Source: an optimization exercise on an open RTL-to-GDS flow (aim: small area and a short achievable clock period). Production flows keep margins and buffers that such runs may drop.
At most, simulation tests tie the RTL to the original design; equivalence was not proved.
The RTL of runs 3 to 6 was laid out without a check of its function.
Power and IR drop assume default switching activity.

===== flow/config.mk =====
export PLATFORM = sky130hd
export DESIGN_NAME = FIFO
export DESIGN_NICKNAME = FIFO
export VERILOG_FILES = /design/flow/design.v
export SDC_FILE = /design/flow/constraint.sdc
export NUM_CORES = 4
export LEC_CHECK = 0
export CAP_MARGIN = 20
export CORE_MARGIN = 2
export CORE_UTILIZATION = 65
export CTS_BUF_LIST = sky130_fd_sc_hd__clkbuf_16
export CTS_CLUSTER_DIAMETER = 100
export CTS_CLUSTER_SIZE = 30
export SETUP_SLACK_MARGIN = 3.0
export SLEW_MARGIN = 20
export SYNTH_HIERARCHICAL = 1
export SYNTH_MINIMUM_KEEP_SIZE = 0
export TNS_END_PERCENT = 10

===== flow/constraint.sdc =====
create_clock -name core_clock -period 5.0 [get_ports {clk}]
set_input_delay 1.0000 -clock core_clock [delete_from_list [all_inputs] [get_ports {clk}]]
set_output_delay 1.0000 -clock core_clock [all_outputs]
set_load 0.01 [all_outputs]

===== flow/design.v =====
`timescale 1ns / 1ps
module FIFO(clk, rst, wr_en, rd_en, buf_in, buf_out, buf_empty, buf_full, fifo_counter);
input clk, rst, wr_en, rd_en;
input [7:0] buf_in;
output [7:0] buf_out;
output buf_empty, buf_full;
output [6:0] fifo_counter;
reg [7:0] buf_out;
reg buf_full;
reg not_empty;             
wire buf_empty = ~not_empty;
reg [6:0] fifo_counter;
reg [7:0] mem [0:63];
reg [7:0] sel_lo, sel_hi;
wire do_wr = wr_en & ~buf_full;
wire do_rd = rd_en & not_empty;
wire inc = do_wr & ~do_rd;
wire dec = do_rd & ~do_wr;
integer i;
always @(posedge clk) begin
    if (do_wr) begin
        mem[0] <= buf_in;
        for (i = 1; i < 64; i = i + 1)
            mem[i] <= mem[i-1];
    end
end
wire [7:0] lo0, hi0;
fifo_dec3 u_dlo (.a(fifo_counter[2:0]), .y(lo0));
fifo_dec3 u_dhi (.a(fifo_counter[5:3]), .y(hi0));
wire [7:0] lo_up = {lo0[6:0], lo0[7]};
wire [7:0] lo_dn = {lo0[0], lo0[7:1]};
wire [7:0] hi_up = lo0[7] ? {hi0[6:0], hi0[7]} : hi0;
wire [7:0] hi_dn = lo0[0] ? {hi0[0], hi0[7:1]} : hi0;
always @(posedge clk) begin
    sel_lo <= inc ? lo_up : dec ? lo_dn : lo0;
    sel_hi <= inc ? hi_up : dec ? hi_dn : hi0;
end
wire [7:0] grp [0:7];
genvar g;
generate
    for (g = 0; g < 8; g = g + 1) begin : gm
        fifo_mux8 u_m (.sel(sel_lo),
            .d0(mem[(g*8+0+63)%64]), .d1(mem[(g*8+1+63)%64]), .d2(mem[(g*8+2+63)%64]), .d3(mem[(g*8+3+63)%64]),
            .d4(mem[(g*8+4+63)%64]), .d5(mem[(g*8+5+63)%64]), .d6(mem[(g*8+6+63)%64]), .d7(mem[(g*8+7+63)%64]),
            .y(grp[g]));
    end
endgenerate
wire [7:0] out_next;
fifo_mux9 u_mt (.sel(sel_hi & {8{do_rd}}), .hold(~do_rd),
    .d0(grp[0]), .d1(grp[1]), .d2(grp[2]), .d3(grp[3]),
    .d4(grp[4]), .d5(grp[5]), .d6(grp[6]), .d7(grp[7]), .d8(buf_out),
    .y(out_next));
always @(posedge clk or posedge rst) begin
    if (rst)
        buf_out <= 8'd0;
    else
        buf_out <= out_next;
end
always @(posedge clk or posedge rst) begin
    if (rst) begin
        fifo_counter <= 7'd0;
        not_empty <= 1'b0;
        buf_full <= 1'b0;
    end else begin
        if (inc) begin
            fifo_counter <= fifo_counter + 7'd1;
            not_empty <= 1'b1;
            buf_full <= (fifo_counter == 7'd63);
        end else if (dec) begin
            fifo_counter <= fifo_counter - 7'd1;
            not_empty <= (fifo_counter != 7'd1);
            buf_full <= 1'b0;
        end
    end
end
endmodule
module fifo_dec3(a, y);
input [2:0] a;
output [7:0] y;
assign y = 8'd1 << a;
endmodule
module fifo_mux8(sel, d0, d1, d2, d3, d4, d5, d6, d7, y);
input [7:0] sel;
input [7:0] d0, d1, d2, d3, d4, d5, d6, d7;
output [7:0] y;
assign y = ({8{sel[0]}} & d0) | ({8{sel[1]}} & d1) | ({8{sel[2]}} & d2) | ({8{sel[3]}} & d3)
         | ({8{sel[4]}} & d4) | ({8{sel[5]}} & d5) | ({8{sel[6]}} & d6) | ({8{sel[7]}} & d7);
endmodule
module fifo_mux9(sel, hold, d0, d1, d2, d3, d4, d5, d6, d7, d8, y);
input [7:0] sel;
input hold;
input [7:0] d0, d1, d2, d3, d4, d5, d6, d7, d8;
output [7:0] y;
assign y = ({8{sel[0]}} & d0) | ({8{sel[1]}} & d1) | ({8{sel[2]}} & d2) | ({8{sel[3]}} & d3)
         | ({8{sel[4]}} & d4) | ({8{sel[5]}} & d5) | ({8{sel[6]}} & d6) | ({8{sel[7]}} & d7)
         | ({8{hold}} & d8);
endmodule

===== flow/run.sh =====
#!/bin/bash
# synth_recipe.tcl (not shown) runs the flow's synth.tcl, then flattens the netlist and writes it again
# the make line also repeats each setting of config.mk as NAME=value (left out here)
make -C /OpenROAD-flow-scripts/flow DESIGN_CONFIG=/design/flow/config.mk WORK_HOME=/design/flow/orfs CLKGATE_MAP_FILE= SYNTH_SCRIPT=/design/flow/synth_recipe.tcl finish

==> summary.txt, run 1 <==
- Number of global-route vias before repair: ~10000
- Rows: 65
- Largest fanout on the critical path: 2
- EDFF count, synth: between 500 and 600
- Crit path largest cell delay: roughly 0.45 ns
- Worst Path Class, Setup: flop to primary output
- Syn nets: 1127
- Slew @ Worst Pin: about 0.93 ns
- Worst R2R Path Depth: 8
- Ports: 29
- Min cycle time layout: roughly 2.2 ns
- Hold Path Depth: 0
- Post-Place Cells: 1481
- Top cell type's share of synthesized area: 0.750
- CTS HTree Levels: 1
- Critical R2R Capture: fifo_counter[5]$_DFFE_PP0P_
- Final wirelength: 44.2 mm
- Die height: between 150 and 200 um
- Lkg Pwr: 7.23 nW
- Full die area: approximately 0.033 mm^2
- Reg-to-Reg Start: not_empty$_DFFE_PP0P_
- Critical Path AT: 1.18 ns
- Drt pass-1 iters: 5
- CP Capture Type: primary output
- DP Wirelength: approximately 23 mm
- CTS Buf Count: 22
- CP bufs+invs: 1
- Max cap viols: 0
- Commonest cells after routing, fill and taps aside: edfxtp_1 (512), a22oi_1 (240), nand4_1 (66)
- Gp weighted congestion: 0.755
- Synth warnings: 9
- First-pass GRT wire length: between 60 and 70 mm
- Critical-path top delay cell: dfrtp_1
- Layout cells sized above 1: 0.158
- CP Cell Sequence: buf_2
- Layout Nets: approximately 1200
- FF-to-FF setup slack: 2.91 ns
- CTS root buf: clkbuf_16
- Tot GR Track Use: 0.257
- Cell variety after synth: 38
- Register area share after synthesis: 0.787
- Hold Startpoint: mem[5][7]$_DFFE_PP_
- Post-Syn Area per Cell: 18.5 um^2
- CTS max path bufs: 3
- Initial core utilization: 0.654
- Drt via density: approximately 7.0
- Initial antenna violation count: 0
- WL/cell: approximately 28 um
- Hold Violations, Final: 0
- Most common cell after layout, fill and taps aside: edfxtp_1
- RSZ-0062 raised after global routing: yes
- Synthesized instance count: 1110
- Grt ovf: 0
- Fin Clk Skew: between 0.03 and 0.04 ns
- Pwr Density: ~500 mW/mm^2
- Crit path launch type: flop
- Largest delay share family, worst path: flip-flops
- DRT iter0 DRCs: between 1000 and 1500
- Mapped cell area: 0.0205 mm^2
- Antenna viol nets, final: 0
- Slew Viols, Final: 0
- Status: finished clean
- Hold buffers post-CTS: 0
- Final worst-path cycle share: 0.436
- Clk latency of the worst-skew pair: roughly 0.56 ns
- Vias: 11000
- Area grow syn2layout: 7.41%
- Die X: 182 um
- Largest net degree at the start of global routing: ~160
- WP data required: 4.00 ns
- WHS Endpoint: mem[6][7]$_DFFE_PP_
- Main flop type after synthesis: edfxtp_1
- Hold Path Class: flop to flop
- Setup-failing EPs final: 0
- Asr flop ratio synth: 0.0312
- Post-synthesis register bit count: 545
- CTS tree: yes
- # port buffers: 28
- Core area: 0.0313 mm^2
- Setup TNS: 0 ns
- Area leader, netlist: edfxtp_1
- Cell Count, Final, Fillers Out: 1555
- VDD IR max: around 0.00036 V
- Ant diodes: 0
- Max-slew headroom: 0.379
- Top cells by area, synth: edfxtp_1 (75%), a22oi_1 (8.8%), buf_6 (2.3%), dfrtp_1 (2.1%), nand4_1 (2.0%)
- DRC viols: 0
- Clk sinks: ~550
- Worst-path clk slew: 0.12 ns
- Critical path depth in cells: 1
- Fmax: around 460 MHz
-- what timing repair did --
action                     4_1_cts  5_1_grt
setup endpoints to repair      561      344
pin swaps                        3        7
cloned                           1        1
gates resized for setup        103       19
buffers inserted                20       15
-- power breakdown --
group / switching (mW) / leakage, nW / internal, mW / total [mW]
Combinational: 1.85 / 1.53 / 1.22 / 3.07
Clock: 1.30 / 0.364 / 0.855 / 2.16
Sequential: 0.411 / 5.34 / 5.42 / 5.83
Total: 3.57 / 7.23 / 7.49 / 11.1
-- routing by layer --
metal	up-vias	global-route usage	wire, um
met5	-	0	0
met4	0	0.0468	688
met3	34	0.0515	3900
met2	473	0.376	20000
met1	5745	0.414	19600
li1	4698	-	-
-- Yosys stat by module (local to each module, per instance) --
module	cells	times used	cell area [um^2]
fifo_dec3	8	2	65.1
FIFO	661	1	16900
fifo_mux9	49	1	423
fifo_mux8	48	8	379
-- stage by stage --
step	hold slack (ns)	worst slack (ns)	cell area (um^2)	total power, mW	utilization
floorplan	0.427	-5.36	20600	7.85	-
global placement	0.428	1.25	20900	8.65	0.667
detailed placement	0.434	1.18	20900	8.67	0.667
CTS	0.429	2.80	21700	10.9	0.694
global route	0.426	2.80	22000	11.5	0.703
finish	0.424	2.82	22000	11.1	0.703
-- layout make-up --
cell class / instances / area [um^2]
clock buffers: 23 / 576
clock inverters: 14 / 78.8
fillers: 1949 / 9300
inverters: 7 / 33.8
multi-input cells: 476 / 3730
flip-flops and latches: 545 / 16200
well taps: 402 / 503
repair buffers: 88 / 921
-- cell usage after synthesis, types with 2 or more instances --
library cell  count
edfxtp_1        512
a22oi_1         240
nand4_1          66
buf_6            42
a22oi_2          24
buf_2            20
dfrtp_1          17
mux2i_1          17
and3_1           16
dfxtp_1          16
a21oi_1          11
nand2_1          11
nand3_1          10
a22o_1            9
clkbuf_1          9
o21ai_0           9
a211oi_1          8
a221oi_2          8
a222oi_1          8
buf_4             8
inv_1             7
and3b_2           6
nor3b_1           6
ha_1              5
xor2_1            5
nor3_1            3
and3_2            2
clkbuf_8          2
nor2_1            2
or4_1             2
xnor2_1           2
-- how the worst max path moves through the flow --
stage	from	endpoint	slack (ns)
3_5_place_dp	rd_en	fifo_counter[5]$_DFFE_PP0P_	1.18
3_3_place_gp	rd_en	fifo_counter[5]$_DFFE_PP0P_	1.25
5_1_grt	not_empty$_DFFE_PP0P_	buf_empty	2.80
2_1_floorplan	wr_en	fifo_counter[5]$_DFFE_PP0P_	-5.36
4_1_cts	buf_out[5]$_DFF_PP0_	buf_out[5]	2.80
6_report	buf_out[5]$_DFF_PP0_	buf_out[5]	2.82
-- flip-flops by register name, indices dropped and copies added, names as in the netlist --
register / cells
sel_lo: 8
not_empty: 1
mem: 512
fifo_counter: 7
sel_hi: 8
buf_full: 1
buf_out: 8
-- logic make-up (layout without fill, tap and decap cells) --
family / Yosys count / count (layout) / share of synthesized area
XOR/XNOR: 7 / 7 / 0.00299
multiplexers: 17 / 17 / 0.00830
AND/OR/NAND/NOR: 128 / 128 / 0.0387
AO/OA/AOI/OAI: 319 / 319 / 0.125
buffers and inverters: 89 / 132 / 0.0354
adder cells (fa/ha/maj): 5 / 5 / 0.00305
flip-flops: 545 / 545 / 0.787
==> run 2: changes to the inputs <==
--- a/flow/config.mk
+++ b/flow/config.mk
@@ -11,8 +11,7 @@
 export CTS_BUF_LIST = sky130_fd_sc_hd__clkbuf_16
 export CTS_CLUSTER_DIAMETER = 100
 export CTS_CLUSTER_SIZE = 30
-export SETUP_SLACK_MARGIN = 3.0
+export SETUP_SLACK_MARGIN = 2.85
 export SLEW_MARGIN = 20
 export SYNTH_HIERARCHICAL = 1
 export SYNTH_MINIMUM_KEEP_SIZE = 0
-export TNS_END_PERCENT = 10
==> run 2 against run 1 <==
Still clean on timing, DRC and antenna. Wire length shrank 3.3%. First-iteration DRC count shrank 6.8%. Die area is the same. Critical path depth is the same. Sequential power grew 2%. Total power shrank 1.8%. Sequential share of layout area grew 0.65 points. Flip-flop and latch count is the same. Synthesized cell count is the same. Worst setup slack is essentially flat. Via count shrank 1.3%. Largest power group unchanged.
==> summary.txt, run 2 <==
- Synthesized instance count: 1110 (unchanged)
- Min cycle time layout: 2.18 ns (about the same)
- Ports: 29 (unchanged)
- Compound-Gate Fraction of Synth Area: 0.125 (unchanged)
- CTS root buf: clkbuf_16 (unchanged)
- Number of flip-flops in the largest register: 512 (unchanged)
- Clk sinks: 545 (unchanged)
- Area leader, netlist: edfxtp_1 (unchanged)
- Antenna viol nets, final: 0 (unchanged)
- Main combinational cell family by area after synthesis: compound AO/OA/AOI/OAI gates (unchanged)
- WHS: 0.424 ns (about the same)
- DRT iter0 DRCs: 1354 (was 1453)
- Count leader, synth: edfxtp_1 (unchanged)
- CTS tree: yes (unchanged)
- Syn nets: 1127 (unchanged)
- Slew Viols, Final: 0 (unchanged)
- Grt ovf: 0 (unchanged)
- Core area: 0.0313 mm^2 (unchanged)
- Post-Syn Area per Cell: 18.5 um^2 (unchanged)
- WL/cell: 27.6 um (was 28.4 um)
- First-pass GRT wire length: 63.6 mm (was 64.0 mm)
- Synth warnings: 9 (unchanged)
- DRC viols: 0 (unchanged)
- WP data required: 4.00 ns (about the same)
- Register area share after synthesis: 0.787 (unchanged)
- Initial core utilization: 0.654 (unchanged)
- Mapped cell area: 0.0205 mm^2 (unchanged)
- Fin Clk Skew: 0.0338 ns (was 0.0341 ns)
- Fin area: 0.0218 mm^2 (was 0.0220 mm^2)
- Die height: 182 um (unchanged)
- # port buffers: 28 (unchanged)
- Asr flop ratio synth: 0.0312 (unchanged)
- Worst Path Class, Setup: flop to primary output (unchanged)
- CTS Buf Count: 22 (unchanged)
- Synth top cells by count: edfxtp_1 (512), a22oi_1 (240), nand4_1 (66), buf_6 (42), a22oi_2 (24) (unchanged)
- Critical Path AT: 1.18 ns (about the same)
- Most common cell after layout, fill and taps aside: edfxtp_1 (unchanged)
- DP Wirelength: 23.0 mm (unchanged)
- EDFF count, synth: 512 (unchanged)
- RSZ-0062 raised after global routing: yes (unchanged)
- Max cap viols: 0 (unchanged)
- Clk latency of the worst-skew pair: 0.56 ns (about the same)
- Synth Area in XOR/XNOR: 0.00299 (unchanged)
- Vias: 10800 (was 11000)
- Hold Violations, Final: 0 (unchanged)
- Critical-path top delay cell: dfrtp_1 (unchanged)
- Crit path largest cell delay: 0.45 ns (about the same)
- Status: finished clean (unchanged)
- Final worst-path cycle share: 0.436 (about the same)
- Post-synthesis register bit count: 545 (unchanged)
- Crit path launch type: flop (unchanged)
- Filler instances: 1985 (was 1949)
- Fmax: 459 MHz (about the same)
- Hold buffers post-CTS: 0 (unchanged)
- Slew @ Worst Pin: 0.984 ns (was 0.930 ns)
- Number of global-route vias before repair: 10300 (was 10400)
- Tot GR Track Use: 0.256 (was 0.257)
- Drt via density: 7.00 (was 7.04)
- CP bufs+invs: 1 (unchanged)
- Main flop type after synthesis: edfxtp_1 (unchanged)
- VDD IR max: 0.000400 V (was 0.000362 V)
- Setup-failing EPs final: 0 (unchanged)
- Hold Path Class: flop to flop (unchanged)
- Top cell type's share of synthesized area: 0.750 (unchanged)
- Initial antenna violation count: 0 (unchanged)
- Gp weighted congestion: 0.755 (unchanged)
- Area share of fa/ha/maj cells after synthesis: 0.00305 (unchanged)
- Lkg Pwr: 7.14 nW (was 7.23 nW)
- Layout Nets: 1146 (was 1157)
- Cell variety after synth: 38 (unchanged)
- Largest Register: mem (unchanged)
- Area grow syn2layout: 6.43% (was 7.41%)
- Cell Area, Placed: 0.0209 mm^2 (unchanged)
- Commonest cells after routing, fill and taps aside: edfxtp_1 (512), a22oi_1 (240), nand4_1 (66) (unchanged)
- Largest delay share family, worst path: flip-flops (unchanged)
- Max-slew headroom: 0.343 (was 0.379)
- Top cells by area, synth: edfxtp_1 (75%), a22oi_1 (8.8%), buf_6 (2.3%), dfrtp_1 (2.1%), nand4_1 (2.0%) (unchanged)
- Full die area: 0.0330 mm^2 (unchanged)
- Largest net degree at the start of global routing: 197 (was 162)
- CTS max path bufs: 3 (unchanged)
- Worst-path clk slew: 0.12 ns (about the same)
- Drt pass-1 iters: 5 (unchanged)
- Post-synthesis simple-gate area fraction: 0.0387 (unchanged)
- Ant diodes: 0 (unchanged)
- CP Capture Type: primary output (unchanged)
- Die X: 182 um (unchanged)
- Mux share of post-synthesis cell area: 0.00830 (unchanged)
- CP Cell Sequence: buf_2 (unchanged)
- CTS HTree Levels: 1 (unchanged)
- Largest fanout on the critical path: 2 (unchanged)
- Pwr Density: 498 mW/mm^2 (was 502 mW/mm^2)
- Rows: 65 (unchanged)
- Final wirelength: 42.7 mm (was 44.2 mm)
- Layout cells sized above 1: 0.146 (was 0.158)
-- run 2: cell counts after synthesis --
No cell type changed its count.
-- run 2: worst paths after layout --
check                                      start                     endpoint  slack (ns)  cells after the start
max                         buf_out[5]$_DFF_PP0_                   buf_out[5]        2.82                      1
min                          mem[5][7]$_DFFE_PP_          mem[6][7]$_DFFE_PP_        0.42                      0
max reg2reg                not_empty$_DFFE_PP0P_  fifo_counter[5]$_DFFE_PP0P_        2.92                      8
min reg2reg                  mem[5][7]$_DFFE_PP_          mem[6][7]$_DFFE_PP_        0.42                      0
max in group asynchronous                    rst  fifo_counter[1]$_DFFE_PP0P_        3.39                      2
min in group asynchronous                    rst         buf_full$_DFFE_PP0P_        0.96                      2
-- run 2: worst register-to-register path, stage by stage, from the launching register on --
cell and delay (ns):
dfrtp_2 0.40, buf_6 0.10, and2_4 0.15, clkinvlp_4 0.11, ha_4 0.18, or4_4 0.42, or4_4 0.43, o21ai_2 0.07
xor2_1 0.15
-- run 2: kinds of logic after synthesis --
logic type                 count (synthesis)
muxes                                     17
and+or+nand+nor                          128
DFF                                      545
xor gates and xnor gates                   7
AOI/OAI and AO/OA                        319
adders and majority gates                  5
buffers and inverters                     89
-- run 2: metal layers --
layer | vias up | GRT usage | wire length, um
met1 | 5620 | 0.413 | 18700
met4 | 0 | 0.0423 | 699
met2 | 484 | 0.374 | 19400
met5 | - | 0 | 0
li1 | 4669 | - | -
met3 | 38 | 0.0497 | 3920
-- run 2: through the flow --
step           instances   util  power [mW]  worst slack [ns]  setup TNS (ns)
2_1_floorplan       1110      -        7.85             -5.36        -2252.24
3_3_place_gp        1481  0.667        8.65              1.25               0
3_5_place_dp        1481  0.667        8.67              1.18               0
4_1_cts             1537  0.691        10.8              2.74               0
5_1_grt             1544  0.696        11.3              2.80               0
6_report            1544  0.696        10.9              2.82               0
-- run 2: layout make-up --
cell class / instances / area (um^2) / area share
Inverter: 7 / 33.8 / 0.00155
Clock buffer: 23 / 576 / 0.0264
Clock inverter: 14 / 78.8 / 0.00361
Multi-Input combinational cell: 476 / 3730 / 0.171
Timing Repair Buffer: 77 / 733 / 0.0336
Sequential cell: 545 / 16200 / 0.741
Tap cell: 402 / 503 / 0.0231
-- run 2: modules after synthesis (local to each module, per instance) --
module     cells  area [um^2]  flops+latches
fifo_mux9     49          423              0
fifo_dec3      8         65.1              0
FIFO         661        16900            545
fifo_mux8     48          379              0
-- run 2: power breakdown --
group | total [mW] | switching, mW | internal (mW)
sequential | 5.94 | 0.529 | 5.41
combinational | 2.76 | 1.65 | 1.12
clock | 2.16 | 1.30 | 0.855
total | 10.9 | 3.48 | 7.38
-- run 2: repair_timing --
| action | 4_1_cts | 5_1_grt |
|---|---|---|
| resized for setup | 92 | 20 |
| setup buffers | 19 | 5 |
| pin swaps | 2 | 5 |
| endpoints found under the setup margin | 561 | 293 |
| gates cloned | 0 | 2 |
==> run 3: changes to the inputs <==
--- a/flow/design.v
+++ b/flow/design.v
@@ -11,7 +11,7 @@
 wire buf_empty = ~not_empty;
 reg [6:0] fifo_counter;
 reg [7:0] mem [0:63];
-reg [7:0] sel_lo, sel_hi;
+reg [7:0] sel_lo;
 wire do_wr = wr_en & ~buf_full;
 wire do_rd = rd_en & not_empty;
 wire inc = do_wr & ~do_rd;
@@ -24,16 +24,13 @@
             mem[i] <= mem[i-1];
     end
 end
-wire [7:0] lo0, hi0;
+wire [7:0] lo0, sel_hi;
 fifo_dec3 u_dlo (.a(fifo_counter[2:0]), .y(lo0));
-fifo_dec3 u_dhi (.a(fifo_counter[5:3]), .y(hi0));
+fifo_dec3 u_dhi (.a(fifo_counter[5:3]), .y(sel_hi));
 wire [7:0] lo_up = {lo0[6:0], lo0[7]};
 wire [7:0] lo_dn = {lo0[0], lo0[7:1]};
-wire [7:0] hi_up = lo0[7] ? {hi0[6:0], hi0[7]} : hi0;
-wire [7:0] hi_dn = lo0[0] ? {hi0[0], hi0[7:1]} : hi0;
 always @(posedge clk) begin
     sel_lo <= inc ? lo_up : dec ? lo_dn : lo0;
-    sel_hi <= inc ? hi_up : dec ? hi_dn : hi0;
 end
 wire [7:0] grp [0:7];
 genvar g;
==> run 3 against run 2 <==
Still clean on timing, DRC and antenna. Wire length is 2.3% lower. Worst setup slack worse by 0.029 ns. Synthesized area is 2.1% lower. First-iteration DRC count is 1.5% higher. Sequential share of layout area is 0.43 points higher. Fmax is 1.3% lower. Flip-flop and latch count is 8 lower. Count of clock-buffer cells in the layout is 2 lower. Critical path depth is 1 higher. Largest cell class unchanged. Highest routed layer unchanged.
==> summary.txt, run 3 <==
- Asr flop ratio synth: 0.0317 (was 0.0312)
- DRT iter0 DRCs: 1374 (was 1354)
- Top cells by area, synth: edfxtp_1 (77%), a22oi_1 (9.0%), buf_6 (2.4%), dfrtp_1 (2.1%), nand4_1 (2.1%) (was edfxtp_1 (75%), a22oi_1 (8.8%), buf_6 (2.3%), dfrtp_1 (2.1%), nand4_1 (2.0%))
- Critical Path AT: 1.21 ns (was 1.18 ns)
- Most common cell after layout, fill and taps aside: edfxtp_1 (unchanged)
- Top cell type's share of synthesized area: 0.766 (was 0.750)
- Gp weighted congestion: 0.731 (was 0.755)
- Clk latency of the worst-skew pair: 0.55 ns (was 0.56 ns)
- CTS HTree Levels: 1 (unchanged)
- DP Wirelength: 21.5 mm (was 23.0 mm)
- Layout Nets: 1104 (was 1146)
- CTS max path bufs: 3 (unchanged)
- Grt ovf: 0 (unchanged)
- Core area: 0.0305 mm^2 (was 0.0313 mm^2)
- Commonest cells after routing, fill and taps aside: edfxtp_1 (512), a22oi_1 (240), nand4_1 (66) (unchanged)
- VDD IR max: 0.000343 V (was 0.000400 V)
- RSZ-0062 raised after global routing: yes (unchanged)
- Setup TNS: 0 ns (unchanged)
- Hold Violations, Final: 0 (unchanged)
- Final wirelength: 41.7 mm (was 42.7 mm)
- Slew @ Worst Pin: 1.03 ns (was 0.984 ns)
- Post-Syn Area per Cell: 18.9 um^2 (was 18.5 um^2)
- CTS root buf: clkbuf_16 (unchanged)
- Crit path launch type: flop (unchanged)
- WL/cell: 27.8 um (was 27.6 um)
- Fin Clk Skew: 0.0138 ns (was 0.0338 ns)
- Reg area: 0.0160 mm^2 (was 0.0162 mm^2)
- WP data required: 4.00 ns (about the same)
- Mapped cell area: 0.0201 mm^2 (was 0.0205 mm^2)
- Initial antenna violation count: 0 (unchanged)
- Max cap viols: 0 (unchanged)
- Final worst-path cycle share: 0.441 (was 0.436)
- Number of global-route vias before repair: 9978 (was 10300)
- Largest net degree at the start of global routing: 94 (was 197)
- Area leader, netlist: edfxtp_1 (unchanged)
- Main flop type after synthesis: edfxtp_1 (unchanged)
- Antenna viol nets, final: 0 (unchanged)
- Fin area: 0.0215 mm^2 (was 0.0218 mm^2)
- Tot GR Track Use: 0.257 (was 0.256)
- Ant diodes: 0 (unchanged)
- EDFF count, synth: 512 (unchanged)
- Setup-failing EPs final: 0 (unchanged)
- CP Capture Type: primary output (unchanged)
- Status: finished clean (unchanged)
- Drt via density: 7.01 (was 7.00)
- Largest regs: mem: 512 flops, buf_out: 8 flops, sel_lo: 8 flops
- Util after Layout: 0.703 (was 0.696)
- CTS Buf Count: 21 (was 22)
- Count leader, synth: edfxtp_1 (unchanged)
- Area of the multi-input gates: 0.00345 mm^2 (was 0.00373 mm^2)
- Synthesized instance count: 1064 (was 1110)
- Largest fanout on the critical path: 2 (unchanged)
- Pwr Density: 488 mW/mm^2 (was 498 mW/mm^2)
- Cell Count, Final, Fillers Out: 1497 (was 1544)
- Lkg Pwr: 7.04 nW (was 7.14 nW)
- Synth top cells by count: edfxtp_1 (512), a22oi_1 (240), nand4_1 (66), buf_6 (42), a22oi_2 (24) (unchanged)
- Worst Path Class, Setup: flop to primary output (unchanged)
- Fmax: 453 MHz (was 459 MHz)
- Layout cells sized above 1: 0.145 (was 0.146)
- Die height: 180 um (was 182 um)
- Die X: 180 um (was 182 um)
- Area grow syn2layout: 6.96% (was 6.43%)
- Worst-path clk slew: 0.12 ns (about the same)
- Drt pass-1 iters: 5 (unchanged)
- Number of flip-flops in the largest register: 512 (unchanged)
- Synth warnings: 9 (unchanged)
- Post-Place Cells: 1426 (was 1481)
- Filler instances: 1915 (was 1985)
- Initial core utilization: 0.658 (was 0.654)
- Full die area: 0.0323 mm^2 (was 0.0330 mm^2)
- DRC viols: 0 (unchanged)
- First-pass GRT wire length: 63.2 mm (was 63.6 mm)
- Ports: 29 (unchanged)
- Syn nets: 1081 (was 1127)
- Register area share after synthesis: 0.795 (was 0.787)
- Post-synthesis register bit count: 537 (was 545)
- Cell Area, Placed: 0.0204 mm^2 (was 0.0209 mm^2)
- # port buffers: 28 (unchanged)
- Slew Viols, Final: 0 (unchanged)
- Hold Path Class: flop to flop (unchanged)
- Clk sinks: 537 (was 545)
- CTS tree: yes (unchanged)
- Min cycle time layout: 2.21 ns (was 2.18 ns)
- Cell variety after synth: 37 (was 38)
- Largest Register: mem (unchanged)
- Tot Pwr: 10.5 mW (was 10.9 mW)
- Vias: 10500 (was 10800)
- Rows: 64 (was 65)
- Max-slew headroom: 0.312 (was 0.343)
run 3: changes by cell type after synthesis:
| cell | delta |
|---|---|
| nand2_1 | -1 |
| buf_2 | -1 |
| clkbuf_1 | -3 |
| clkbuf_8 | -1 |
| mux2i_1 | -8 |
| and3_1 | -8 |
| a211oi_1 | -8 |
| dfxtp_1 | -8 |
| a21oi_1 | -8 |
run 3: stage by stage:
step | setup slack [ns] | hold slack [ns]
floorplan | -5.44 | 0.427
global placement | 1.11 | 0.429
detailed placement | 1.08 | 0.433
CTS | 2.79 | 0.448
global route | 2.76 | 0.460
finish | 2.79 | 0.452
run 3: cell type report:
type | count | share of cell area
inverters | 7 | 0.00169
flip-flops and latches | 537 | 0.745
clock buffers | 21 | 0.0245
multi-input cells | 443 | 0.161
repair buffers | 77 | 0.0422
well taps | 396 | 0.0231
clock inverters | 16 | 0.00286
run 3: path summary, 6_finish.rpt:
check	startpoint	to	slack [ns]	cells past startpoint
max	not_empty$_DFFE_PP0P_	buf_empty	2.79	2
min	mem[48][3]$_DFFE_PP_	mem[49][3]$_DFFE_PP_	0.45	0
max reg2reg	buf_full$_DFFE_PP0P_	fifo_counter[5]$_DFFE_PP0P_	2.81	8
min reg2reg	mem[48][3]$_DFFE_PP_	mem[49][3]$_DFFE_PP_	0.45	0
max in group asynchronous	rst	buf_out[5]$_DFF_PP0_	3.35	2
min in group asynchronous	rst	buf_out[6]$_DFF_PP0_	1.02	2
run 3: cells by family after synthesis:
kind of cell / count (synthesis) / share of synthesized area
flip-flops: 537 / 0.795
AND/OR/NAND/NOR: 119 / 0.0368
XOR/XNOR: 7 / 0.00306
buffers and inverters: 84 / 0.0346
multiplexers: 9 / 0.00449
AO/OA/AOI/OAI: 303 / 0.123
adder cells (fa/ha/maj): 5 / 0.00312
run 3: report_power, final:
group | leakage (nW) | switching (mW) | internal, mW
logic | 1.43 | 1.69 | 1.05
clock network | 0.343 | 1.25 | 0.779
registers | 5.27 | 0.373 | 5.32
run 3: critical path: stages, from the launching register on:
cell	delay [ns]
dfrtp_2	0.45
inv_4	0.10
buf_6	0.11
run 3: Yosys stat by module, one instance, submodules excluded:
module	cell area [um^2]	flops+latches	times used
FIFO	16500	537	1
fifo_mux9	423	0	1
fifo_dec3	65.1	0	2
fifo_mux8	379	0	8
run 3: timing repair:
| action | CTS | global route |
|---|---|---|
| setup buffers | 20 | 7 |
| gates cloned | 5 | 2 |
| hold buffers | 0 | 0 |
| pin swaps | 3 | 2 |
| gates resized for setup | 118 | 10 |
| endpoints found under the setup margin | 546 | 139 |
| hold endpoints to repair | 0 | 0 |
run 3: metal layers:
metal	track usage	up-vias	part of all wire
met5	0	-	0
met4	0.0380	0	0.012
met3	0.0427	40	0.093
met2	0.379	516	0.46
met1	0.420	5413	0.44
li1	-	4519	-
==> run 4: changes to the inputs <==
--- a/flow/config.mk
+++ b/flow/config.mk
@@ -10,7 +10,7 @@
 export CORE_UTILIZATION = 65
 export CTS_BUF_LIST = sky130_fd_sc_hd__clkbuf_16
 export CTS_CLUSTER_DIAMETER = 100
-export CTS_CLUSTER_SIZE = 30
+export CTS_CLUSTER_SIZE = 20
 export SETUP_SLACK_MARGIN = 2.85
 export SLEW_MARGIN = 20
 export SYNTH_HIERARCHICAL = 1
==> run 4 against run 3 <==
Still clean. Critical path depth is 6 higher. Clock power rose by 22%. Count of clock-buffer cells in the layout up 10. Non-clock buffer count is 3 lower. Synthesized area unchanged. Critical endpoint is now fifo_counter[5]$_DFFE_PP0P_. Largest power group unchanged.
==> summary.txt, run 4 <==
- Setup TNS: 0 ns (unchanged)
- Syn nets: 1081 (unchanged)
- Number of flip-flops in the largest register: 512 (unchanged)
- Synth top cells by count: edfxtp_1 (512), a22oi_1 (240), nand4_1 (66), buf_6 (42), a22oi_2 (24) (unchanged)
- Worst R2R Path Depth: 7 (was 8)
- Drt pass-1 iters: 8 (was 5)
- CTS Buf Count: 30 (was 21)
- Hold buffers post-CTS: 0 (unchanged)
- Register area share after synthesis: 0.795 (unchanged)
- Post-Place Cells: 1426 (unchanged)
- Post-synthesis register bit count: 537 (unchanged)
- VDD IR max: 0.000373 V (was 0.000343 V)
- Top cell type's share of synthesized area: 0.766 (unchanged)
- Hold Violations, Final: 0 (unchanged)
- Antenna viol nets, final: 0 (unchanged)
- Last element of the critical path: fifo_counter[5]$_DFFE_PP0P_ (was buf_empty)
- Mapped cell area: 0.0201 mm^2 (unchanged)
- Initial antenna violation count: 0 (unchanged)
- WL/cell: 27.7 um (was 27.8 um)
- # port buffers: 28 (unchanged)
- Die height: 180 um (unchanged)
- DRC viols: 0 (unchanged)
- Largest regs: mem: 512 flops, buf_out: 8 flops, sel_lo: 8 flops (unchanged)
- Area share of fa/ha/maj cells after synthesis: 0.00312 (unchanged)
- Area leader, netlist: edfxtp_1 (unchanged)
- Seq pwr share: 0.522 (was 0.544)
- Hold Path Class: flop to flop (unchanged)
- FF-to-FF setup slack: 2.81 ns (about the same)
- Largest fanout on the critical path: 2 (unchanged)
- DRT iter0 DRCs: 1375 (was 1374)
- Critical Path AT: 2.75 ns (was 1.21 ns)
- CP Capture Type: flop (was primary output)
- Max cap viols: 0 (unchanged)
- Critical-path top delay cell: or4_1 (was dfrtp_2)
- Most common cell after layout, fill and taps aside: edfxtp_1 (unchanged)
- Ant diodes: 0 (unchanged)
- Core area: 0.0305 mm^2 (unchanged)
- Synth warnings: 9 (unchanged)
- Worst Path Class, Setup: input pin to flop (was flop to primary output)
- Commonest cells after routing, fill and taps aside: edfxtp_1 (512), a22oi_1 (240), nand4_1 (66) (unchanged)
- Crit path from: wr_en (was not_empty$_DFFE_PP0P_)
- Full die area: 0.0323 mm^2 (unchanged)
- Crit path largest cell delay: 0.44 ns (was 0.45 ns)
- Reg-to-Reg Start: buf_full$_DFFE_PP0P_ (unchanged)
- Fmax: 447 MHz (was 453 MHz)
- Largest Register: mem (unchanged)
- Final worst-path cycle share: 0.448 (was 0.441)
- Main combinational cell family by area after synthesis: compound AO/OA/AOI/OAI gates (unchanged)
- Part of the power in combinational logic: 0.251 (was 0.262)
- CP Cell Sequence: dlygate4sd2_1 > nand2b_4 > clkinvlp_4 > ha_4 > or4_1 > or4_1 > o21ai_2 > xor2_1 (was inv_4 > buf_6)
- Layout Nets: 1110 (was 1104)
- Most frequent CP cell: or4_1
- Clock Power Share: 0.227 (was 0.194)
- Post-Syn Area per Cell: 18.9 um^2 (unchanged)
- First-pass GRT wire length: 63.7 mm (was 63.2 mm)
- Top cells by area, synth: edfxtp_1 (77%), a22oi_1 (9.0%), buf_6 (2.4%), dfrtp_1 (2.1%), nand4_1 (2.1%) (unchanged)
- Grt ovf: 0 (unchanged)
- Area grow syn2layout: 8.22% (was 6.96%)
- Die X: 180 um (unchanged)
- Setup-failing EPs final: 0 (unchanged)
- Clk latency of the worst-skew pair: 0.59 ns (was 0.55 ns)
- WP data required: 5.51 ns (was 4.00 ns)
- Pwr Density: 503 mW/mm^2 (was 488 mW/mm^2)
- Rows: 64 (unchanged)
- Cell Count, Final, Fillers Out: 1510 (was 1497)
- Cell Int Power: 7.49 mW (was 7.15 mW)
- Switching part of the total: 0.314 (was 0.317)
- Crit path launch type: input pin (was flop)
- Mux share of post-synthesis cell area: 0.00449 (unchanged)
- Number of global-route vias before repair: 10200 (was 9978)
- Critical R2R Capture: mem[60][0]$_DFFE_PP_ (was fifo_counter[5]$_DFFE_PP0P_)
- Pre-CTS setup slack: 1.08 ns (unchanged)
- Asr flop ratio synth: 0.0317 (unchanged)
- Synthesized instance count: 1064 (unchanged)
- Slew @ Worst Pin: 1.06 ns (was 1.03 ns)
- CTS tree: yes (unchanged)
- Post-synthesis simple-gate area fraction: 0.0368 (unchanged)
- CTS root buf: clkbuf_16 (unchanged)
- Tot Pwr: 10.9 mW (was 10.5 mW)
- Layout cells sized above 1: 0.148 (was 0.145)
- Initial core utilization: 0.658 (unchanged)
- Synth Area in XOR/XNOR: 0.00306 (unchanged)
- Count leader, synth: edfxtp_1 (unchanged)
- CTS HTree Levels: 1 (unchanged)
- Fin Clk Skew: 0.0183 ns (was 0.0138 ns)
- Tot GR Track Use: 0.258 (was 0.257)
- Compound-Gate Fraction of Synth Area: 0.123 (unchanged)
- Largest net degree at the start of global routing: 94 (unchanged)
- Lkg Pwr: 7.18 nW (was 7.04 nW)
- Slew Viols, Final: 0 (unchanged)
- Final worst slack: 2.76 ns (was 2.79 ns)
- Fin area: 0.0217 mm^2 (was 0.0215 mm^2)
- Status: finished clean (unchanged)
- Worst-path clk slew: 0.09 ns (was 0.12 ns)
- Gp weighted congestion: 0.731 (unchanged)
- CTS max path bufs: 3 (unchanged)
- Max-slew headroom: 0.291 (was 0.312)
- RSZ-0062 raised after global routing: yes (unchanged)
- Vias: 10500 (about the same)
- Drt via density: 6.96 (was 7.01)
- Clk sinks: 537 (unchanged)
- Final wirelength: 41.8 mm (was 41.7 mm)
- Cell variety after synth: 37 (unchanged)
- DP Wirelength: 21.5 mm (unchanged)
- Main flop type after synthesis: edfxtp_1 (unchanged)
- EDFF count, synth: 512 (unchanged)
- Min cycle time layout: 2.24 ns (was 2.21 ns)
- Switching Power: 3.43 mW (was 3.31 mW)
- Cell Area, Placed: 0.0204 mm^2 (unchanged)
- Ports: 29 (unchanged)
## run 4: timing repair
action / in CTS / in global routing
cloned: 5 / 2
endpoints found under the setup margin: 510 / 138
setup buffers: 20 / 4
gates resized for setup: 116 / 7
pin swaps: 1 / 0
## run 4: cell type report
cell class	instances	area [um^2]
timing repair buffer	74	880
inverter	7	36.3
fill	1870	8790
clock inverter	22	83.8
tap	396	495
sequential	537	16000
multi-input combinational	443	3450
clock buffer	31	776
## run 4: worst max-delay path: cells and delay by family
kind / cells / cell delay, ns
simple gates: 3 / 0.96
buf+inv: 2 / 0.39
xor+xnor: 1 / 0.15
fa+ha+maj: 1 / 0.17
compound gates: 1 / 0.09
## run 4: modules after synthesis, one instance, submodules excluded
| module | cells inside | area, um^2 | copies in the design |
|---|---|---|---|
| fifo_mux8 | 48 | 379 | 8 |
| FIFO | 615 | 16500 | 1 |
| fifo_dec3 | 8 | 65.1 | 2 |
| fifo_mux9 | 49 | 423 | 1 |
## run 4: power by group through the flow
stage	registers (mW)	clock network (mW)	logic (mW)
global route	5.74	2.68	2.96
CTS	5.69	2.53	2.71
detailed placement	5.84	0	2.52
floorplan	5.71	0	1.90
finish	5.69	2.48	2.74
global placement	5.84	0	2.51
## run 4: through the flow
stage / hold slack, ns / util
after global placement: 0.429 / 0.668
final: 0.442 / 0.712
after CTS: 0.442 / 0.709
after floorplan: 0.427 / -
after detailed placement: 0.433 / 0.668
after global routing: 0.452 / 0.712
## run 4: cells by family (layout without fill, tap and decap cells)
family          after synthesis  after routing
flops                       537            537
compound gates              303            303
simple gates                119            119
buf+inv                      84            134
mux                           9              9
xor+xnor                      7              7
fa+ha+maj                     5              5
## run 4: worst min path at each step
stage	from	to	slack (ns)	depth (start not counted)
after floorplan	mem[9][6]$_DFFE_PP_	mem[10][6]$_DFFE_PP_	0.43	0
after global placement	mem[5][3]$_DFFE_PP_	mem[6][3]$_DFFE_PP_	0.43	0
after detailed placement	mem[39][4]$_DFFE_PP_	mem[40][4]$_DFFE_PP_	0.43	0
after CTS	mem[21][2]$_DFFE_PP_	mem[22][2]$_DFFE_PP_	0.44	0
after global routing	mem[20][1]$_DFFE_PP_	mem[21][1]$_DFFE_PP_	0.45	0
final	mem[21][2]$_DFFE_PP_	mem[22][2]$_DFFE_PP_	0.44	0
## run 4: metal layers
| layer | track usage | routed length [um] | vias to the layer above |
|---|---|---|---|
| met5 | 0 | 0 | - |
| met4 | 0.0468 | 566 | 0 |
| met3 | 0.0527 | 4010 | 52 |
| met2 | 0.384 | 19200 | 491 |
| met1 | 0.408 | 18000 | 5425 |
| li1 | - | - | 4538 |
==> run 5: changes to the inputs <==
--- a/flow/design.v
+++ b/flow/design.v
@@ -11,7 +11,7 @@
 wire buf_empty = ~not_empty;
 reg [6:0] fifo_counter;
 reg [7:0] mem [0:63];
-reg [7:0] sel_lo;
+reg [7:0] sel_lo, sel_hi;
 wire do_wr = wr_en & ~buf_full;
 wire do_rd = rd_en & not_empty;
 wire inc = do_wr & ~do_rd;
@@ -24,13 +24,16 @@
             mem[i] <= mem[i-1];
     end
 end
-wire [7:0] lo0, sel_hi;
+wire [7:0] lo0, hi0;
 fifo_dec3 u_dlo (.a(fifo_counter[2:0]), .y(lo0));
-fifo_dec3 u_dhi (.a(fifo_counter[5:3]), .y(sel_hi));
+fifo_dec3 u_dhi (.a(fifo_counter[5:3]), .y(hi0));
 wire [7:0] lo_up = {lo0[6:0], lo0[7]};
 wire [7:0] lo_dn = {lo0[0], lo0[7:1]};
+wire [7:0] hi_up = lo0[7] ? {hi0[6:0], hi0[7]} : hi0;
+wire [7:0] hi_dn = lo0[0] ? {hi0[0], hi0[7:1]} : hi0;
 always @(posedge clk) begin
     sel_lo <= inc ? lo_up : dec ? lo_dn : lo0;
+    sel_hi <= inc ? hi_up : dec ? hi_dn : hi0;
 end
 wire [7:0] grp [0:7];
 genvar g;
@@ -53,6 +56,9 @@
     else
         buf_out <= out_next;
 end
+wire [6:0] cnt_up, cnt_dn;
+wire full_up, ne_dn;
+fifo_step u_step (.cnt(fifo_counter), .up(cnt_up), .dn(cnt_dn), .full_up(full_up), .ne_dn(ne_dn));
 always @(posedge clk or posedge rst) begin
     if (rst) begin
         fifo_counter <= 7'd0;
@@ -60,12 +66,12 @@
         buf_full <= 1'b0;
     end else begin
         if (inc) begin
-            fifo_counter <= fifo_counter + 7'd1;
+            fifo_counter <= cnt_up;
             not_empty <= 1'b1;
-            buf_full <= (fifo_counter == 7'd63);
+            buf_full <= full_up;
         end else if (dec) begin
-            fifo_counter <= fifo_counter - 7'd1;
-            not_empty <= (fifo_counter != 7'd1);
+            fifo_counter <= cnt_dn;
+            not_empty <= ne_dn;
             buf_full <= 1'b0;
         end
     end
@@ -92,3 +98,12 @@
          | ({8{sel[4]}} & d4) | ({8{sel[5]}} & d5) | ({8{sel[6]}} & d6) | ({8{sel[7]}} & d7)
          | ({8{hold}} & d8);
 endmodule
+module fifo_step(cnt, up, dn, full_up, ne_dn);
+input [6:0] cnt;
+output [6:0] up, dn;
+output full_up, ne_dn;
+assign up = cnt + 7'd1;
+assign dn = cnt - 7'd1;
+assign full_up = (cnt == 7'd63);
+assign ne_dn = (cnt != 7'd1);
+endmodule
--- a/flow/config.mk
+++ b/flow/config.mk
@@ -10,7 +10,7 @@
 export CORE_UTILIZATION = 65
 export CTS_BUF_LIST = sky130_fd_sc_hd__clkbuf_16
 export CTS_CLUSTER_DIAMETER = 100
-export CTS_CLUSTER_SIZE = 20
+export CTS_CLUSTER_SIZE = 30
 export SETUP_SLACK_MARGIN = 2.85
 export SLEW_MARGIN = 20
 export SYNTH_HIERARCHICAL = 1
==> run 5 against run 4 <==
Count of clock-buffer cells in the layout decreased by 8. Flip-flop and latch count is 8 higher. Clock skew up 0.0040 ns. Fmax up 3.2%. Sequential power increased by 3%. First-iteration DRC count down 14%. Design area is 2.1% higher. Non-clock buffer count rose by 3. Combinational power rose by 2%. Sequential share of layout area shrank 0.83 points. Synthesized cell count up 7.0%. Core utilization decreased by 0.70 points. Critical path type is now flop to primary output. Highest routed layer unchanged.
==> summary.txt, run 5 <==
- Vias: 10900 (was 10500)
- RSZ-0062 raised after global routing: yes (unchanged)
- Area leader, netlist: edfxtp_1 (unchanged)
- Asr flop ratio synth: 0.0312 (was 0.0317)
- WL/cell: 27.3 um (was 27.7 um)
- Layout cells sized above 1: 0.136 (was 0.148)
- Setup-failing EPs final: 0 (unchanged)
- Number of flip-flops in the largest register: 512 (unchanged)
- Critical-path top delay cell: dfrtp_1 (was or4_1)
- Synth warnings: 9 (unchanged)
- Lkg Pwr: 7.34 nW (was 7.18 nW)
- Fin Clk Skew: 0.0223 ns (was 0.0183 ns)
- CTS tree: yes (unchanged)
- Mapped cell area: 0.0207 mm^2 (was 0.0201 mm^2)
- Post-synthesis register bit count: 545 (was 537)
- Rows: 65 (was 64)
- Slew Viols, Final: 0 (unchanged)
- Grt ovf: 0 (unchanged)
- Part of the power in combinational logic: 0.257 (was 0.251)
- Worst R2R Path Depth: 6 (was 7)
- DP Wirelength: 22.1 mm (was 21.5 mm)
- Util after Layout: 0.705 (was 0.712)
- Setup TNS: 0 ns (unchanged)
- Count leader, synth: edfxtp_1 (unchanged)
- Hold Path Class: flop to flop (unchanged)
- Top cell type's share of synthesized area: 0.743 (was 0.766)
- Top cells by area, synth: edfxtp_1 (74%), a22oi_1 (8.7%), buf_6 (2.5%), dfrtp_1 (2.1%), nand4_1 (1.9%) (was edfxtp_1 (77%), a22oi_1 (9.0%), buf_6 (2.4%), dfrtp_1 (2.1%), nand4_1 (2.1%))
- EDFF count, synth: 512 (unchanged)
- Final wirelength: 42.9 mm (was 41.8 mm)
- CTS root buf: clkbuf_16 (unchanged)
- Fin area: 0.0222 mm^2 (was 0.0217 mm^2)
- Tot Pwr: 10.9 mW (about the same)
- Cell Int Power: 7.43 mW (was 7.49 mW)
- Pwr Density: 490 mW/mm^2 (was 503 mW/mm^2)
- Syn nets: 1158 (was 1081)
- Most common cell after layout, fill and taps aside: edfxtp_1 (unchanged)
- Crit path largest cell delay: 0.46 ns (was 0.44 ns)
- Ant diodes: 0 (unchanged)
- CTS HTree Levels: 1 (unchanged)
- Tot GR Track Use: 0.259 (was 0.258)
- Critical R2R Capture: buf_out[2]$_DFF_PP0_ (was mem[60][0]$_DFFE_PP_)
- Min cycle time layout: 2.17 ns (was 2.24 ns)
- FF-to-FF setup slack: 2.90 ns (was 2.81 ns)
- Crit path launch type: flop (was input pin)
- Ports: 29 (unchanged)
- First-pass GRT wire length: 65.4 mm (was 63.7 mm)
- DRC viols: 0 (unchanged)
- Number of global-route vias before repair: 10700 (was 10200)
- Synthesized instance count: 1139 (was 1064)
- Main flop type after synthesis: edfxtp_1 (unchanged)
- Post-Syn Area per Cell: 18.2 um^2 (was 18.9 um^2)
- Hold Startpoint: mem[2][1]$_DFFE_PP_ (was mem[21][2]$_DFFE_PP_)
- Gp weighted congestion: 0.740 (was 0.731)
- WP data required: 4.00 ns (was 5.51 ns)
- CP Cell Sequence: buf_6 (was dlygate4sd2_1 > nand2b_4 > clkinvlp_4 > ha_4 > or4_1 > or4_1 > o21ai_2 > xor2_1)
- Reg-to-Reg Start: sel_lo[7]$_DFF_P_ (was buf_full$_DFFE_PP0P_)
- CP Capture Type: primary output (was flop)
- Clk sinks: 545 (was 537)
- Synth top cells by count: edfxtp_1 (512), a22oi_1 (240), nand4_1 (64), buf_6 (46) (was edfxtp_1 (512), a22oi_1 (240), nand4_1 (66), buf_6 (42), a22oi_2 (24))
- Largest Register: mem (unchanged)
- Slew @ Worst Pin: 1.07 ns (was 1.06 ns)
- Status: finished clean (unchanged)
- Die height: 182 um (was 180 um)
- CP bufs+invs: 1 (was 2)
- Clock Power Share: 0.205 (was 0.227)
- Largest net degree at the start of global routing: 74 (was 94)
- CTS Buf Count: 22 (was 30)
- Drt pass-1 iters: 5 (was 8)
- Switching part of the total: 0.317 (was 0.314)
- Full die area: 0.0333 mm^2 (was 0.0323 mm^2)
- Die X: 182 um (was 180 um)
- Max cap viols: 0 (unchanged)
- Register area share after synthesis: 0.779 (was 0.795)
- Fmax: 461 MHz (was 447 MHz)
- # port buffers: 28 (unchanged)
- Core area: 0.0315 mm^2 (was 0.0305 mm^2)
- Cell Area, Placed: 0.0210 mm^2 (was 0.0204 mm^2)
- Hold Path Depth: 0 (unchanged)
- Antenna viol nets, final: 0 (unchanged)
- VDD IR max: 0.000361 V (was 0.000373 V)
- Drt via density: 6.93 (was 6.96)
- Largest delay share family, worst path: flip-flops (was simple AND/OR/NAND/NOR gates)
- Commonest cells after routing, fill and taps aside: edfxtp_1 (512), a22oi_1 (240), nand4_1 (64) (was edfxtp_1 (512), a22oi_1 (240), nand4_1 (66))
- Initial antenna violation count: 0 (unchanged)
- Critical path depth in cells: 1 (was 8)
- Cell variety after synth: 39 (was 37)
- Layout Nets: 1173 (was 1110)
- Worst-path clk slew: 0.11 ns (was 0.09 ns)
- Critical Path AT: 1.17 ns (was 2.75 ns)
- Final worst-path cycle share: 0.434 (was 0.448)
- DRT iter0 DRCs: 1185 (was 1375)
- CTS max path bufs: 3 (unchanged)
- Largest fanout on the critical path: 2 (unchanged)
- Switching Power: 3.45 mW (was 3.43 mW)
- Worst Path Class, Setup: flop to primary output (was input pin to flop)
- WHS Endpoint: mem[3][1]$_DFFE_PP_ (was mem[22][2]$_DFFE_PP_)
- Area grow syn2layout: 7.13% (was 8.22%)
- Hold Violations, Final: 0 (unchanged)
- Seq pwr share: 0.539 (was 0.522)
- Max-slew headroom: 0.285 (was 0.291)
- Initial core utilization: 0.658 (about the same)
- Hold buffers post-CTS: 0 (unchanged)
- Clk latency of the worst-skew pair: 0.56 ns (was 0.59 ns)
run 5: cell types whose count changed after synthesis, moves of 8 or more:
cell / previous run / this run
and3_1: 8 / 16
dfxtp_1: 8 / 16
mux2i_1: 9 / 23
nand2_1: 10 / 20
o21ai_1: 0 / 9
run 5: repair_timing:
item / CTS / global route
resized for setup: 108 / 6
cloned: 10 / 0
setup endpoints to repair: 420 / 25
buffers inserted: 17 / 3
run 5: metal layers:
| layer | vias up | global-route usage | wire, um |
|---|---|---|---|
| met5 | - | 0 | 0 |
| met4 | 0 | 0.0629 | 1010 |
| met3 | 57 | 0.0355 | 3100 |
| met2 | 453 | 0.397 | 19700 |
| met1 | 5627 | 0.402 | 19000 |
| li1 | 4763 | - | - |
run 5: area by class of cell:
type                            instances  area [um^2]
Timing Repair Buffer                   77          952
Multi-Input combinational cell        501         3850
Clock buffer                           23          576
Fill cell                            1996         9290
Sequential cell                       545        16200
Clock inverter                         17          116
Inverter                                7         33.8
Tap cell                              402          503
run 5: cells by family (layout without fill, tap and decap cells):
kind of cell | after synthesis | count (layout) | share of synthesized area
fa+ha+maj | 7 | 7 | 0.00423
buf+inv | 93 | 124 | 0.0375
flops | 545 | 545 | 0.779
xor+xnor | 9 | 9 | 0.00381
compound gates | 322 | 322 | 0.124
simple gates | 140 | 140 | 0.0405
mux | 23 | 23 | 0.0111
run 5: per-stage QoR:
stage	hold WS, ns	worst slack [ns]	std cells
final	0.440	2.83	1572
after global routing	0.443	2.80	1572
after CTS	0.439	2.81	1569
after detailed placement	0.433	1.32	1502
after global placement	0.429	1.40	1502
after floorplan	0.427	-4.77	1139
run 5: how the worst max path moves through the flow:
stage / startpoint / endpoint / slack (ns)
final: buf_out[0]$_DFF_PP0_ / buf_out[0] / 2.83
after global routing: sel_lo[7]$_DFF_P_ / buf_out[7]$_DFF_PP0_ / 2.80
after CTS: buf_out[0]$_DFF_PP0_ / buf_out[0] / 2.81
after detailed placement: rd_en / sel_hi[0]$_DFF_P_ / 1.32
after global placement: rd_en / sel_hi[0]$_DFF_P_ / 1.40
after floorplan: wr_en / sel_hi[1]$_DFF_P_ / -4.77
run 5: modules after synthesis, one instance, submodules excluded:
module	area, um^2	cells	flops+latches
FIFO	16900	656	545
fifo_mux9	423	49	0
fifo_mux8	379	48	0
fifo_dec3	65.1	8	0
fifo_step	231	34	0
run 5: worst register-to-register path, stage by stage, from the launching register on:
cell,delay (ns)
dfxtp_2,0.55
buf_4,0.76
a22oi_1,0.20
nand4_1,0.18
a22o_1,0.18
a221oi_2,0.04
nand3_1,0.13
run 5: power by group through the flow:
| stage | registers, mW | clock network [mW] | logic [mW] |
|---|---|---|---|
| after floorplan | 5.78 | 0 | 2.07 |
| after global placement | 6.01 | 0 | 2.56 |
| after detailed placement | 6.01 | 0 | 2.56 |
| after CTS | 5.85 | 2.28 | 2.76 |
| after global routing | 5.90 | 2.41 | 3.02 |
| final | 5.86 | 2.23 | 2.79 |
==> run 6: changes to the inputs <==
--- a/flow/config.mk
+++ b/flow/config.mk
@@ -7,7 +7,7 @@
 export LEC_CHECK = 0
 export CAP_MARGIN = 20
 export CORE_MARGIN = 2
-export CORE_UTILIZATION = 65
+export CORE_UTILIZATION = 60
 export CTS_BUF_LIST = sky130_fd_sc_hd__clkbuf_16
 export CTS_CLUSTER_DIAMETER = 100
 export CTS_CLUSTER_SIZE = 30
==> run 6 against run 5 <==
Worst hold slack worse by 0.013 ns. Final cell count grew 3.2%. Count of clock-buffer cells in the layout is the same. Clock skew is 0.0079 ns higher. Critical path type unchanged. Critical endpoint is now buf_out[2].
==> summary.txt, run 6 <==
- Pwr Density: 492 mW/mm^2 (was 490 mW/mm^2)
- Tot GR Track Use: 0.239 (was 0.259)
- Status: finished clean (unchanged)
- Full die area: 0.0360 mm^2 (was 0.0333 mm^2)
- Largest delay share family, worst path: flip-flops (unchanged)
- Vias: 10700 (was 10900)
- Top cell type's share of synthesized area: 0.743 (unchanged)
- CTS HTree Levels: 1 (unchanged)
- DRC viols: 0 (unchanged)
- Die X: 190 um (was 182 um)
- Slew Viols, Final: 0 (unchanged)
- Fin area: 0.0221 mm^2 (was 0.0222 mm^2)
- Area grow syn2layout: 6.62% (was 7.13%)
- WP data required: 4.00 ns (about the same)
- Final worst slack: 2.80 ns (was 2.83 ns)
- Hold buffers post-CTS: 0 (unchanged)
- Largest fanout on the critical path: 2 (unchanged)
- Ant diodes: 0 (unchanged)
- RSZ-0062 raised after global routing: yes (unchanged)
- Crit path largest cell delay: 0.48 ns (was 0.46 ns)
- Hold Path Class: flop to flop (unchanged)
- Grt ovf: 0 (unchanged)
- Largest net degree at the start of global routing: 94 (was 74)
- Critical-path top delay cell: dfrtp_2 (was dfrtp_1)
- Largest Register: mem (unchanged)
- Crit path launch type: flop (unchanged)
- Top cells by area, synth: edfxtp_1 (74%), a22oi_1 (8.7%), buf_6 (2.5%), dfrtp_1 (2.1%), nand4_1 (1.9%) (unchanged)
- Cell variety after synth: 39 (unchanged)
- Antenna viol nets, final: 0 (unchanged)
- Synth top cells by count: edfxtp_1 (512), a22oi_1 (240), nand4_1 (64), buf_6 (46) (unchanged)
- CP Cell Sequence: buf_6 (unchanged)
- Drt via density: 6.57 (was 6.93)
- CTS max path bufs: 3 (unchanged)
- Hold Violations, Final: 0 (unchanged)
- CP bufs+invs: 1 (unchanged)
- Syn nets: 1158 (unchanged)
- Mapped cell area: 0.0207 mm^2 (unchanged)
- Core area: 0.0343 mm^2 (was 0.0315 mm^2)
- CP Capture Type: primary output (unchanged)
- Area leader, netlist: edfxtp_1 (unchanged)
- Synth warnings: 9 (unchanged)
- # port buffers: 28 (unchanged)
- First-pass GRT wire length: 65.0 mm (was 65.4 mm)
- Setup TNS: 0 ns (unchanged)
- Max cap viols: 0 (unchanged)
- Final worst-path cycle share: 0.439 (was 0.434)
- Lkg Pwr: 7.25 nW (was 7.34 nW)
- Worst Path Class, Setup: flop to primary output (unchanged)
- Final wirelength: 42.9 mm (about the same)
- Number of global-route vias before repair: 10500 (was 10700)
- Number of flip-flops in the largest register: 512 (unchanged)
- Main flop type after synthesis: edfxtp_1 (unchanged)
- Cell Area, Placed: 0.0211 mm^2 (was 0.0210 mm^2)
- Rows: 68 (was 65)
- Pre-CTS setup slack: 1.38 ns (was 1.32 ns)
- Initial antenna violation count: 0 (unchanged)
- Clk sinks: 545 (unchanged)
- Register area share after synthesis: 0.779 (unchanged)
- Post-synthesis register bit count: 545 (unchanged)
- Layout Nets: 1172 (was 1173)
- Initial core utilization: 0.604 (was 0.658)
- Die height: 190 um (was 182 um)
- Most common cell after layout, fill and taps aside: edfxtp_1 (unchanged)
- Slew @ Worst Pin: 0.963 ns (was 1.07 ns)
- EDFF count, synth: 512 (unchanged)
- Asr flop ratio synth: 0.0312 (unchanged)
- Fmax: 455 MHz (was 461 MHz)
- Layout cells sized above 1: 0.138 (was 0.136)
- CTS Buf Count: 22 (unchanged)
- Tot Pwr: 10.9 mW (about the same)
- Post-Place Cells: 1556 (was 1502)
- Clk latency of the worst-skew pair: 0.57 ns (was 0.56 ns)
- Synthesized instance count: 1139 (unchanged)
- Fin Clk Skew: 0.0302 ns (was 0.0223 ns)
- DRT iter0 DRCs: 1183 (was 1185)
- Cell Count, Final, Fillers Out: 1623 (was 1572)
- Ports: 29 (unchanged)
- Setup-failing EPs final: 0 (unchanged)
- DP Wirelength: 22.6 mm (was 22.1 mm)
- CTS tree: yes (unchanged)
- Post-Syn Area per Cell: 18.2 um^2 (unchanged)
- VDD IR max: 0.000392 V (was 0.000361 V)
- Commonest cells after routing, fill and taps aside: edfxtp_1 (512), a22oi_1 (240), nand4_1 (64) (unchanged)
- Critical Path AT: 1.20 ns (was 1.17 ns)
- WL/cell: 26.5 um (was 27.3 um)
- Drt pass-1 iters: 5 (unchanged)
- Worst-path clk slew: 0.12 ns (was 0.11 ns)
- Max-slew headroom: 0.357 (was 0.285)
- Min cycle time layout: 2.20 ns (was 2.17 ns)
- Gp weighted congestion: 0.732 (was 0.740)
- Count leader, synth: edfxtp_1 (unchanged)
- CTS root buf: clkbuf_16 (unchanged)
run 6: cell counts after synthesis:
No cell type changed its count.
run 6: cells by family after synthesis:
logic type      share of synthesized area
simple gates                       0.0405
xor+xnor                          0.00381
flops                               0.779
buf+inv                            0.0375
mux                                0.0111
compound gates                      0.124
fa+ha+maj                         0.00423
run 6: timing repair:
action / in CTS / in global routing
gates cloned: 3 / 1
buffers inserted: 20 / 4
endpoints found under the setup margin: 550 / 323
resized for setup: 105 / 5
hold endpoints to repair: 0 / 0
run 6: layout make-up:
type / instances / area (um^2)
fill: 2384 / 12200
clock buffer: 23 / 576
timing repair buffer: 76 / 825
sequential: 545 / 16100
tap: 455 / 569
multi-input combinational: 501 / 3840
clock inverter: 16 / 86.3
inverter: 7 / 33.8
run 6: per-module statistics from Yosys, one instance, submodules excluded:
module,flip-flops and latches,cell area (um^2)
FIFO,545,16900
fifo_mux9,0,423
fifo_mux8,0,379
fifo_step,0,231
fifo_dec3,0,65.1
run 6: per-stage QoR:
step	hold WS [ns]	util
after global routing	0.432	0.644
after detailed placement	0.433	0.614
after global placement	0.429	0.614
final	0.426	0.644
after CTS	0.429	0.642
after floorplan	0.427	-
run 6: path summary, 6_finish.rpt:
kind,slack [ns],to,cells past startpoint,from
hold / removal,0.43,mem[59][6]$_DFFE_PP_,0,mem[58][6]$_DFFE_PP_
max in group asynchronous,3.41,buf_out[4]$_DFF_PP0_,2,rst
hold reg to reg,0.43,mem[59][6]$_DFFE_PP_,0,mem[58][6]$_DFFE_PP_
min in group asynchronous,0.94,fifo_counter[0]$_DFFE_PP0P_,2,rst
setup / recovery,2.80,buf_out[2],1,buf_out[2]$_DFF_PP0_
setup reg to reg,2.92,buf_out[2]$_DFF_PP0_,6,sel_lo[6]$_DFF_P_
run 6: per-layer routing:
metal	global-route usage	vias to the layer above	part of all wire
li1	-	4752	-
met1	0.376	5549	0.46
met2	0.362	326	0.46
met3	0.0339	42	0.060
met4	0.0501	0	0.019
met5	0	-	0
run 6: where the power goes:
group	internal (mW)	total [mW]	switching, mW
logic	1.13	2.85	1.72
clock network	0.858	2.19	1.33
registers	5.39	5.82	0.431

## static timing again, ports no longer ideal
The results above use ideal ports. As a check the final layouts listed here were re-extracted and re-timed, cells and wires unchanged.
Step 1 (the two cells are an assumption about what drives the block):
set clk [get_ports {clk}]
set_driving_cell -lib_cell sky130_fd_sc_hd__clkbuf_16 $clk
set_driving_cell -lib_cell sky130_fd_sc_hd__buf_2 [delete_from_list [all_inputs] $clk]
Step 2 times the ports against the registers' clock, not the clock port: input delays grow and output delays shrink by t, the midpoint of the rising clock arrivals with the driver on.
a / b / c = ideal ports / drivers / drivers and shift; a / b = the first two.
run | t, ns | slack for setup (ns) | hold slack, ns | worst setup path at the end | worst data-port slew with drivers (ns)
run 1 | 0.595 | 2.821 / 2.768 / 2.275 | 0.424 / 0.424 / 0.424 | input to register | 0.05
run 2 | 0.595 | 2.821 / 2.769 / 2.286 | 0.424 / 0.424 / 0.424 | input to register | 0.05
run 3 | 0.597 | 2.793 / 2.739 / 2.217 | 0.452 / 0.452 / 0.452 | input to register | 0.06
run 4 | 0.631 | 2.761 / 2.715 / 2.163 | 0.442 / 0.442 / 0.442 | input to register | 0.05
run 5 | 0.607 | 2.831 / 2.778 / 2.286 | 0.440 / 0.440 / 0.440 | input to register | 0.04
run 6 | 0.605 | 2.804 / 2.753 / 2.269 | 0.426 / 0.426 / 0.426 | input to register | 0.06
After both steps setup and hold are still met in every run listed. The setup slack of run 4, which loses most, moves by -0.046 ns with the drivers and by -0.598 ns with both steps.
